What follows belongs to an exercise in optimizing a design on an open flow for small area; a production flow would make more cautious choices.
RTL that was checked went through simulation tests only; none was proved equivalent to the original.

Setup of run 4:
Design cnn_top, start of the top module:
module cnn_top (
    input clk,
    input rst_n,
    input mode_i,
    input mem_ram_dest_i,
    input [12:0] mem_ram_adr_i,
    input [4:0] mem_ram_adr_offset_i,
    input mem_ram_data_en_i,
    input [11:0] mem_ram_data_i,
    input ecg_ready_i,
    output ecg_predict_en_o,
    input signed [11:0] ecg_data_i,
    output [1:0] ecg_predict_label_o,
    output [23:0] ecg_predict_score_o
);
export LEC_CHECK = 0
export ABC_AREA = 1
export CAP_MARGIN = 40
export CORE_MARGIN = 2
export CORE_UTILIZATION = 30
export PLACE_DENSITY = 0.5
export SLEW_MARGIN = 40
create_clock -name core_clock -period 20.0 [get_ports {clk}]
run.sh (not shown) runs the stock make flow with config.mk's settings and CLKGATE_MAP_FILE= SYNTH_SCRIPT=/design/flow/synth_recipe.tcl, a recipe that flattens the netlist after the stock synthesis.
Both conditions hold for run 4: the flow ran to the end and the final layout passed the timing, DRC and antenna checks.
The following lists how run 3 was set up differently from run 4:
- PLACE_DENSITY now 0.7, was 0.5
- CTS_CLUSTER_SIZE now 30, previously not set
- CTS_CLUSTER_DIAMETER now 100, previously not set
- CORE_UTILIZATION now 55, was 30
Notes after the runs:
- From run 4 to run 3 the numbers moved as follows: share of the cycle needed by the critical path after routing increased by 1.0 points relative to the old numbers, number of levels the H-tree was split into decreased 1, worst hold margin grew by 0.074 ns.
- In the flow results for run 4 and run 3, the pin count of the biggest net entering global routing is smaller on run 4.
- Looking only at global-route usage, and setting everything else aside, the lower value of run 4 and run 3 goes to run 4.

---

== juniper ==
Another version of the RTL of cnn_top (not shown whole).
Size in the first run: roughly 4,300 flip-flops, ~75 I/O pins.
Settings: LEC_CHECK=0, ABC_AREA=1, CAP_MARGIN=5, CORE_MARGIN=2, CORE_UTILIZATION=55, CTS_CLUSTER_DIAMETER=100, CTS_CLUSTER_SIZE=25, PLACE_DENSITY=0.7, SLEW_MARGIN=5; clock period 20.0 ns.
Both conditions hold for juniper: the flow ran to the end and the final layout passed the timing, DRC and antenna checks.
Input changes introduced in yarrow (baseline for comparison: juniper):
Settings: CORE_UTILIZATION: 55 -> 65; CAP_MARGIN: 5 -> 20; SLEW_MARGIN: 5 -> 20; PLACE_DENSITY: 0.7 -> 0.8.
Results
Comparing juniper and yarrow, the higher final design utilization was measured on yarrow.
Final area went down slightly going from juniper to yarrow.
Going from juniper to yarrow, count of clock-buffer cells in the layout did not really move.

---

lane 1:
cnn_top again, from the RTL that the note above started with.
clock: 20.0 ns
lec_check: 0
abc_area: 1
cap_margin: 20
core_margin: 2
core_utilization: 55
cts_cluster_diameter: 100
cts_cluster_size: 25
place_density: 0.7
slew_margin: 20
diff inputs: lane 1 => lane 2
Settings: CORE_UTILIZATION: 55 -> 45; PLACE_DENSITY: 0.7 -> 0.6.
### Flow results
- Delta (lane 2 minus lane 1): routed metal-1 wirelength +about 0.8%; final standard cell count with taps included and fillers excluded +about 4.5%; total of plain and repair buffers excluding clock buffers +about 6%.
- Taking lane 1 as the reference, in lane 2 global-route usage -4.3 points, cell area after placement +about 0.6%.
- Number of nets in the layout across lane 2 and lane 1: no real change.

---

cnn_top, a different RTL version from the one above (not shown whole).
Size in the first run: about 13000 cells after synthesis, ~150000 um^2 of cells after synthesis.
Settings: LEC_CHECK=0, ABC_AREA=1, CAP_MARGIN=40, CORE_MARGIN=2, CORE_UTILIZATION=60, CTS_BUF_LIST=sky130_fd_sc_hd__clkbuf_8, CTS_CLUSTER_DIAMETER=50, CTS_CLUSTER_SIZE=20, PLACE_DENSITY=0.75, SLEW_MARGIN=40; clock period 20.0 ns.
The starting point ran to the end with no violations.
==> next run, changes <==
Settings changed: CTS_BUF_LIST sky130_fd_sc_hd__clkbuf_8 to unset, CTS_CLUSTER_SIZE 20 to 30.
What happened: The changed run went through all stages and came out clean; worst setup slack loses 0.023 ns; routed wire length came out higher slightly; die area does not change; synthesized cell count stays the same; area after synthesis does not change; cell count barely changes.
Function was not checked in any run of this note: the RTL went through the layout flow alone.

afterwards: timing with drivers on the ports:
How much do the figures lean on ideal ports? The routed layouts below were timed once more, with nothing changed but the port constraints.
Step 1 (the two cells are an assumption about what drives the block):
set clk [get_ports {clk}]
set_driving_cell -lib_cell sky130_fd_sc_hd__clkbuf_16 $clk
set_driving_cell -lib_cell sky130_fd_sc_hd__buf_2 [delete_from_list [all_inputs] $clk]
Step 2 adds t to the input delays and takes it off the output delays; t is the mean of the earliest and latest rising clock arrival at the registers after step 1. Input paths then give back, and output paths get back, about the clock's delay inside the block.
Slacks: ideal / step 1 / step 2; pairs: ideal / step 1.
run | t, ns | setup slack, ns | worst setup path at the end
run 4 | 1.094 | 3.075 / 3.075 / 3.075 | register to register
run 3 | 0.970 | 2.870 / 2.870 / 2.870 | register to register
juniper | 0.989 | 2.737 / 2.737 / 2.737 | register to register
yarrow | 0.973 | 2.907 / 2.907 / 2.907 | register to register
lane 1 | 0.989 | 2.747 / 2.747 / 2.747 | register to register
lane 2 | 0.984 | 2.348 / 2.348 / 2.348 | register to register
the first run of note 4 | 1.175 | 2.691 / 2.691 / 2.691 | register to register
the second run of note 4 | 1.040 | 2.668 / 2.668 / 2.668 | register to register
After both steps setup and hold are still met in every run listed.
